This design comes from an exercise in tuning for small area on the open sky130 flow, not from production work. In this exercise RTL edits were held to simulation tests only and were not proved equivalent to the original.

==> inputs of 01-17 <==
// main
module main(clk, buttons, init_cells, leds, rgb, cols, rows);
==> module main, before the edit <==
module main(clk, buttons, init_cells, leds, rgb, cols, rows);
input wire clk;
input wire [1:0] buttons;
input wire [63:0] init_cells;
output logic [1:0] leds;
output logic [2:0] rgb;
output logic [7:0] cols;
output logic [7:0] rows;
logic [63:0] cells;
logic [7:0] game_lo;       
logic game_hi;             
logic [2:0] display_counter;
logic [2:0] x;
logic [2:0] todo;          
logic [7:0] first_old;     
logic [7:0] prev_old;      
logic rst, load, step, adv;
always_comb begin
  rst = buttons[0];
  load = buttons[0] | buttons[1];
  step = game_hi;
  adv = display_counter[2];
end
always_comb begin
  leds[0] = buttons[0] ^ buttons[1];
  leds[1] = buttons[0] & buttons[1];
  rgb[0] = ~( buttons[0] & ~buttons[1]);
  rgb[1] = ~(~buttons[0] &  buttons[1]);
  rgb[2] = ~( buttons[0] &  buttons[1]);
end
logic [2:0] t;
logic [7:0] dt;
logic [7:0] w0, w1, w2;
integer j;
always_comb begin
  t = x + {2'd0, adv};
  dt = 8'd1 << t;
  w0 = 8'd0; w1 = 8'd0; w2 = 8'd0;
  for (j = 0; j < 8; j = j + 1) begin
    w0 = w0 | ({8{dt[(j+1)%8]}} & cells[8*j +: 8]);
    w1 = w1 | ({8{dt[j]}} & cells[8*j +: 8]);
    w2 = w2 | ({8{dt[(j+7)%8]}} & cells[8*j +: 8]);
  end
  rows = ~(adv ? w0 : w1);
  cols = 8'd1 << x;
end
logic [7:0] above, below, center, next_row;
logic [7:0] u0, u1;      
logic [9:0] v0, v1;      
logic l0, lc, hs, hc;
logic [3:0] tot, nb;
integer k;
always_comb begin
  center = w1;
  if (dt[0]) above = 8'd0;
  else if (step) above = w0;
  else above = prev_old;
  if (dt[7]) below = 8'd0;
  else if (!step && (todo == 3'd1)) below = first_old;
  else below = w2;
  v0[0] = 1'b0; v1[0] = 1'b0; v0[9] = 1'b0; v1[9] = 1'b0;
  for (k = 0; k < 8; k = k + 1) begin
    u0[k] = above[k] ^ below[k];
    u1[k] = above[k] & below[k];
    v0[k+1] = u0[k] ^ center[k];
    v1[k+1] = u1[k] | (u0[k] & center[k]);
  end
  for (k = 0; k < 8; k = k + 1) begin
    l0 = v0[k] ^ v0[k+2] ^ u0[k];
    lc = (v0[k] & v0[k+2]) | (u0[k] & (v0[k] ^ v0[k+2]));
    hs = v1[k] ^ v1[k+2] ^ u1[k];
    hc = (v1[k] & v1[k+2]) | (u1[k] & (v1[k] ^ v1[k+2]));
    next_row[k] = ~hc & (hs ^ lc) & (l0 | center[k]);
  end
end
logic [7:0] game_lo_next;
logic game_lo_last;
always_comb begin
  game_lo_next = {game_lo[6:0], game_lo[7] ^ game_lo[5] ^ game_lo[4] ^ game_lo[3] ^ (game_lo[6:0] == 7'd0)};
  game_lo_last = (game_lo == 8'h80);
end
logic upd;
logic [7:0] we, hold;
always_comb begin
  upd = ~load & (step | (adv & (todo != 3'd0)));
  we = dt & {8{upd}};
  hold = ~we & {8{~load}};
end
always_ff @(posedge clk) begin
  if (rst) begin
    game_lo <= 8'd0;
    game_hi <= 1'b0;
    display_counter <= 3'd0;
    x <= 3'd0;
  end else begin
    game_lo <= step ? 8'd0 : game_lo_next;
    game_hi <= ~step & game_lo_last;
    display_counter <= adv ? 3'd0 : display_counter + 3'd1;
    x <= t;
  end
  for (int y = 0; y < 8; y++)
    cells[8*y +: 8] <= (init_cells[8*y +: 8] & {8{load}}) | (next_row & {8{we[y]}})
                     | (cells[8*y +: 8] & {8{hold[y]}});
  if (load) todo <= 3'd0;
  else if (step) todo <= 3'd7;
  else if (adv && (todo != 3'd0)) todo <= todo - 3'd1;
  if (step) first_old <= w1;
  if (step | adv) prev_old <= w1;
end
endmodule
==> flow/config.mk <==
export PLATFORM = sky130hd
export DESIGN_NAME = main
export DESIGN_NICKNAME = main
export VERILOG_FILES = /design/flow/design.v
export SDC_FILE = /design/flow/constraint.sdc
export NUM_CORES = 4
export LEC_CHECK = 0
export CAP_MARGIN = 5
export CORE_MARGIN = 2
export CORE_UTILIZATION = 40
export CTS_BUF_LIST = sky130_fd_sc_hd__clkbuf_8
export GPL_TIMING_DRIVEN = 0
export PLACE_DENSITY = 0.6
export SLEW_MARGIN = 5
==> flow/constraint.sdc <==
create_clock -name core_clock -period 7.0 [get_ports {clk}]
set_input_delay 1.4000 -clock core_clock [delete_from_list [all_inputs] [get_ports {clk}]]
set_output_delay 1.4000 -clock core_clock [all_outputs]
set_load 0.01 [all_outputs]
standard.sh (not shown) runs the stock make flow with config.mk's settings and CLKGATE_MAP_FILE= SYNTH_SCRIPT=/design/flow/synth_recipe.tcl, a recipe that flattens the netlist after the stock synthesis.
==> flow/flow/run.sh <==
#!/bin/bash
# Layout flow: the standard flow (standard.sh), with two changes:
#  - synthesis maps the logic with the area-oriented ABC script in
#    flow/abc_area.script instead of ORFS's speed script (the registers are
#    mapped before ABC runs, so they are the standard synthesis's);
#  - synthesis leaves the adders to ABC (no full/half-adder cell extraction);
#  - the port buffers are sky130_fd_sc_hd__buf_1 cells.
# Each step's full output goes to a log file in the work folder.
set -euo pipefail
W=$PWD
cat > "$W/area_synth.tcl" <<EOF
proc abc {args} {
  set i [lsearch -exact \$args -script]
  if {\$i >= 0} { set args [lreplace \$args \$i [expr {\$i + 1}] -script $W/flow/abc_area.script] }
  yosys abc {*}\$args
}
source $W/synth_recipe.tcl
EOF
sed "s#SYNTH_SCRIPT=[^ ]*#SYNTH_SCRIPT=$W/area_synth.tcl#" standard.sh > area_standard.sh
grep -q "SYNTH_SCRIPT=$W/area_synth.tcl" area_standard.sh
export ADDER_MAP_FILE=
export CTS_ARGS="-sink_clustering_enable -repair_clock_nets -dont_use_dummy_load -buf_list sky130_fd_sc_hd__clkbuf_8"
export BUFFER_PORTS_ARGS="-buffer_cell sky130_fd_sc_hd__buf_1"
bash area_standard.sh synth > "$W/synth.log" 2>&1
bash area_standard.sh > "$W/layout.log" 2>&1
test -f out/final.def
==> flow/flow/abc_area.script <==
strash
dc2
dc2
dch -f
map -a
strash
dch -f
map -a
topo
==> inputs of 08-13, as changes to 01-17 <==
==> flow/design.v (replaced) <==
`default_nettype none
module main(clk, buttons, init_cells, leds, rgb, cols, rows);
input wire clk;
input wire [1:0] buttons;
input wire [63:0] init_cells;
output logic [1:0] leds;
output logic [2:0] rgb;
output logic [7:0] cols;
output logic [7:0] rows;
logic [63:0] cells;
logic [8:0] game_counter;
logic [2:0] display_counter;
logic [2:0] x;
logic pending;           
logic [2:0] first_row;   
logic [7:0] first_old;   
logic [7:0] prev_old;    
logic rst, load, step, adv;
always_comb begin
  rst = buttons[0];
  load = buttons[0] | buttons[1];
  step = game_counter[8];
  adv = display_counter[2];
end
always_comb begin
  leds[0] = buttons[0] ^ buttons[1];
  leds[1] = buttons[0] & buttons[1];
  rgb[0] = ~( buttons[0] & ~buttons[1]);
  rgb[1] = ~(~buttons[0] &  buttons[1]);
  rgb[2] = ~( buttons[0] &  buttons[1]);
end
logic [2:0] s, t, t1;
logic [7:0] w0, w1, w2;
always_comb begin
  s = x - 3'd1 + {2'd0, adv};
  t = s + 3'd1;
  t1 = s + 3'd2;
  w0 = cells[8*s +: 8];
  w1 = cells[8*t +: 8];
  w2 = cells[8*t1 +: 8];
  rows = ~(adv ? w0 : w1);
  cols = 8'd1 << x;
end
logic [7:0] above, below, center, next_row;
logic [1:0] v [0:9];
logic [3:0] tot;
integer k;
always_comb begin
  center = w1;
  if (t == 3'd0) above = 8'd0;
  else if (step) above = w0;
  else above = prev_old;
  if (t == 3'd7) below = 8'd0;
  else if (!step && (t1 == first_row)) below = first_old;
  else below = w2;
  v[0] = 2'd0;
  v[9] = 2'd0;
  for (k = 0; k < 8; k = k + 1)
    v[k+1] = {1'b0, above[k]} + {1'b0, center[k]} + {1'b0, below[k]};
  for (k = 0; k < 8; k = k + 1) begin
    tot = {2'd0, v[k]} + {2'd0, v[k+1]} + {2'd0, v[k+2]};
    next_row[k] = (tot == 4'd3) | (center[k] & (tot == 4'd4));
  end
end
logic upd;
always_comb upd = step | (pending & adv & (t != first_row));
integer y;
always_ff @(posedge clk) begin
  if (rst) begin
    game_counter <= 9'd0;
    display_counter <= 3'd0;
    x <= 3'd0;
  end else begin
    game_counter <= step ? 9'd0 : game_counter + 9'd1;
    display_counter <= adv ? 3'd0 : display_counter + 3'd1;
    if (adv) x <= x + 3'd1;
  end
  if (load) begin
    cells <= init_cells;
    pending <= 1'b0;
  end else begin
    if (upd) cells[8*t +: 8] <= next_row;
    if (step) pending <= 1'b1;
    else if (adv && (t == first_row)) pending <= 1'b0;
  end
  if (step) begin
    first_row <= t;
    first_old <= w1;
  end
  if (step | adv) prev_old <= w1;
end
endmodule
`default_nettype wire
==> flow/run.sh (new file) <==
#!/bin/bash
# synth_recipe.tcl (not shown) runs the flow's synth.tcl, then flattens the netlist and writes it again
# the make line also repeats each setting of config.mk as NAME=value (left out here)
make -C /OpenROAD-flow-scripts/flow DESIGN_CONFIG=/design/flow/config.mk WORK_HOME=/design/flow/orfs CLKGATE_MAP_FILE= SYNTH_SCRIPT=/design/flow/synth_recipe.tcl finish
CAP_MARGIN = 20   (was 5)
CTS_BUF_LIST = default   (was sky130_fd_sc_hd__clkbuf_8)
GPL_TIMING_DRIVEN = default   (was 0)
SLEW_MARGIN = 20   (was 5)
removed: flow/flow/run.sh
removed: flow/flow/abc_area.script
removed: flow/standard.sh
==> inputs of 02-12, as changes to 01-17 <==
--- a/flow/flow/run.sh
+++ b/flow/flow/run.sh
@@ -1,3 +1,3 @@
 #!/bin/bash
-# Layout flow: the standard flow (standard.sh), with two changes:
+# Layout flow: the standard flow (standard.sh), with these changes:
 #  - synthesis maps the logic with the area-oriented ABC script in
@@ -6,3 +6,4 @@
 #  - synthesis leaves the adders to ABC (no full/half-adder cell extraction);
-#  - the port buffers are sky130_fd_sc_hd__buf_1 cells.
+#  - the port buffers are sky130_fd_sc_hd__buf_1 cells;
+#  - clock tree synthesis adds no dummy loads.
 # Each step's full output goes to a log file in the work folder.
CORE_UTILIZATION = 55   (was 40)
PLACE_DENSITY = 0.7   (was 0.6)
==> inputs of 04-25, as changes to 01-17 <==
==> flow/design.v (replaced) <==
`default_nettype none
module main(clk, buttons, init_cells, leds, rgb, cols, rows);
input wire clk;
input wire [1:0] buttons;
input wire [63:0] init_cells;
output logic [1:0] leds;
output logic [2:0] rgb;
output logic [7:0] cols;
output logic [7:0] rows;
logic [63:0] cells;
logic [8:0] game_counter;
logic [2:0] display_counter;
logic [2:0] x;
logic pending;           
logic [2:0] first_row;   
logic [7:0] first_old;   
logic [7:0] prev_old;    
logic rst, load, step, adv;
always_comb begin
  rst = buttons[0];
  load = buttons[0] | buttons[1];
  step = game_counter[8];
  adv = display_counter[2];
end
always_comb begin
  leds[0] = buttons[0] ^ buttons[1];
  leds[1] = buttons[0] & buttons[1];
  rgb[0] = ~( buttons[0] & ~buttons[1]);
  rgb[1] = ~(~buttons[0] &  buttons[1]);
  rgb[2] = ~( buttons[0] &  buttons[1]);
end
logic [2:0] t;
logic [7:0] dt;
logic [7:0] w0, w1, w2;
integer j;
always_comb begin
  t = x + {2'd0, adv};
  dt = 8'd1 << t;
  w0 = 8'd0; w1 = 8'd0; w2 = 8'd0;
  for (j = 0; j < 8; j = j + 1) begin
    w0 = w0 | ({8{dt[(j+1)%8]}} & cells[8*j +: 8]);
    w1 = w1 | ({8{dt[j]}} & cells[8*j +: 8]);
    w2 = w2 | ({8{dt[(j+7)%8]}} & cells[8*j +: 8]);
  end
  rows = ~(adv ? w0 : w1);
  cols = 8'd1 << x;
end
logic [7:0] above, below, center, next_row;
logic [7:0] u0, u1;      
logic [9:0] v0, v1;      
logic l0, lc, hs, hc;
integer k;
always_comb begin
  center = w1;
  if (dt[0]) above = 8'd0;
  else if (step) above = w0;
  else above = prev_old;
  if (dt[7]) below = 8'd0;
  else if (!step && (t + 3'd1 == first_row)) below = first_old;
  else below = w2;
  v0[0] = 1'b0; v1[0] = 1'b0; v0[9] = 1'b0; v1[9] = 1'b0;
  for (k = 0; k < 8; k = k + 1) begin
    {u1[k], u0[k]} = {1'b0, above[k]} + {1'b0, below[k]};
    {v1[k+1], v0[k+1]} = {1'b0, above[k]} + {1'b0, center[k]} + {1'b0, below[k]};
  end
  for (k = 0; k < 8; k = k + 1) begin
    {lc, l0} = {1'b0, v0[k]} + {1'b0, v0[k+2]} + {1'b0, u0[k]};
    {hc, hs} = {1'b0, v1[k]} + {1'b0, v1[k+2]} + {1'b0, u1[k]};
    next_row[k] = ~hc & (hs ^ lc) & (l0 | center[k]);
  end
end
logic upd;
always_comb upd = step | (pending & adv & (t != first_row));
always_ff @(posedge clk) begin
  if (rst) begin
    game_counter <= 9'd0;
    display_counter <= 3'd0;
    x <= 3'd0;
  end else begin
    game_counter <= step ? 9'd0 : game_counter + 9'd1;
    display_counter <= adv ? 3'd0 : display_counter + 3'd1;
    x <= t;
  end
  if (load) begin
    cells <= init_cells;
    pending <= 1'b0;
  end else begin
    for (int y = 0; y < 8; y++)
      if (upd & dt[y]) cells[8*y +: 8] <= next_row;
    if (step) pending <= 1'b1;
    else if (adv && (t == first_row)) pending <= 1'b0;
  end
  if (step) begin
    first_row <= t;
    first_old <= w1;
  end
  if (step | adv) prev_old <= w1;
end
endmodule
`default_nettype wire
--- a/flow/flow/run.sh
+++ b/flow/flow/run.sh
@@ -5,3 +5,2 @@
 #    mapped before ABC runs, so they are the standard synthesis's);
-#  - synthesis leaves the adders to ABC (no full/half-adder cell extraction);
 #  - the port buffers are sky130_fd_sc_hd__buf_1 cells.
@@ -20,4 +19,2 @@
 grep -q "SYNTH_SCRIPT=$W/area_synth.tcl" area_standard.sh
-export ADDER_MAP_FILE=
-export CTS_ARGS="-sink_clustering_enable -repair_clock_nets -dont_use_dummy_load -buf_list sky130_fd_sc_hd__clkbuf_8"
 export BUFFER_PORTS_ARGS="-buffer_cell sky130_fd_sc_hd__buf_1"
==> flow/flow/abc_area.script (replaced) <==
strash
dch
map -a
strash
dch
map -a
topo
stime -c
CAP_MARGIN = 20   (was 5)
CTS_BUF_LIST = default   (was sky130_fd_sc_hd__clkbuf_8)
GPL_TIMING_DRIVEN = default   (was 0)
SLEW_MARGIN = 20   (was 5)
==> results.json <==
{
  "power_density_nw_per_um2": 269,
  "clock.fmax_mhz": 169,
  "p_int_mw": 1.28,
  "r2r_slack_ns": 1.09,
  "worstSetupPathType": "reg2out",
  "yosysMostFrequentCell": "nand2_1",
  "synth_common_cells": "nand2_1 (182), clkinv_1 (100), edfxtp_1 (83)",
  "status": "complete, no violations",
  "tap_cells": 184,
  "synth_xor_area_share_pct": 1.03,
  "synth_top_family_by_area": "simple AND/OR/NAND/NOR gates",
  "path_depth": 16,
  "clock_latency_ns": 0.36,
  "min_path_cells": 1,
  "crit_buf_inv": 7,
  "fin_crit_sh_pct": 84.6,
  "tightest_slew_ns": 0.914,
  "inverters": 100,
  "r2r_start": "display_counter[2]$_SDFF_PP0_",
  "clkbuf_count": 12,
  "area_growth_pct": 17.7
}
[end of results for 04-25]
==> results.json <==
{
  "yosysMostFrequentCell": "nor2_1",
  "inverters": 105,
  "path_depth": 24,
  "fin_crit_sh_pct": 90.7,
  "peakVddDrop_mv": 0.138,
  "status": "complete, no violations",
  "worstSetupPathType": "reg2reg",
  "synth_common_cells": "nor2_1 (115), clkinv_1 (105), nand2_1 (103)",
  "min_path_cells": 2,
  "clock.fmax_mhz": 158,
  "p_int_mw": 0.841,
  "clock_latency_ns": 0.37,
  "clkbuf_count": 9,
  "antenna_found_initial": 0,
  "tap_cells": 133,
  "r2r_start": "display_counter[2]$_SDFF_PP0_",
  "register_area_um2": 2120,
  "power_density_nw_per_um2": 209,
  "tightest_slew_ns": 0.974
}
[end of results for 02-12]
==> results.json <==
{
  "min_path_cells": 1,
  "path_depth": 20,
  "synth_common_cells": "inv_1 (102), edfxtp_1 (83), nand3_1 (55), o221ai_1 (55)",
  "inverters": 104,
  "clkbuf_count": 9,
  "p_int_mw": 1.60,
  "status": "complete, no violations",
  "area_growth_pct": 17.6,
  "tap_cells": 234,
  "worstSetupPathType": "reg2reg",
  "tightest_slew_ns": 1.14
}
[end of results for 08-13]
==> results.json <==
{
  "p_seq_share_pct": 49.7,
  "clkbuf_count": 9,
  "peakVddDrop_mv": 0.123,
  "yosysMostFrequentCell": "nor2_1",
  "power_density_nw_per_um2": 208,
  "rsz0062_at_grt": "false",
  "clock_latency_ns": 0.38,
  "synth_top_family_by_area": "compound AO/OA/AOI/OAI gates",
  "status": "complete, no violations",
  "synth_xor_area_share_pct": 3.04,
  "tap_cells": 176,
  "min_path_cells": 2,
  "area_growth_pct": 14.2,
  "path_depth": 24,
  "clock.fmax_mhz": 158,
  "reg2reg_to": "cells[49]$_DFF_P_",
  "synth_common_cells": "nor2_1 (115), clkinv_1 (105), nand2_1 (103)",
  "p_int_mw": 0.840,
  "worstSetupPathType": "reg2reg",
  "fin_crit_sh_pct": 90.5
}
[end of results for 01-17]

[re-timing with driven ports]
The flow's constraints put no driver on any port. The routed layouts listed below were extracted and timed again, unchanged, in two steps. Step 1 (the two cells are an assumption about what drives the block):
set clk [get_ports {clk}]
set_driving_cell -lib_cell sky130_fd_sc_hd__clkbuf_16 $clk
set_driving_cell -lib_cell sky130_fd_sc_hd__buf_2 [delete_from_list [all_inputs] $clk]
Step 2, shift: input delay + t, output delay - t, t = (earliest + latest rising clock arrival at the registers) / 2. This alone moves slack from input paths to output paths. a / b / c = no drivers / after step 1 / after step 2; a / b = the first two.
| run | t (ns) | setup slack, ns | hold slack, ns |
|---|---|---|---|
| 01-17 | 0.403 | 0.662 / 0.662 / 0.662 | 0.424 / 0.424 / 0.424 |
| 08-13 | 0.396 | 0.577 / 0.577 / 0.577 | 0.429 / 0.429 / 0.429 |
| 02-12 | 0.395 | 0.653 / 0.653 / 0.653 | 0.430 / 0.430 / 0.430 |
| 04-25 | 0.396 | 1.081 / 1.040 / 1.086 | 0.429 / 0.429 / 0.429 |
After both steps setup and hold are still met in every run listed.
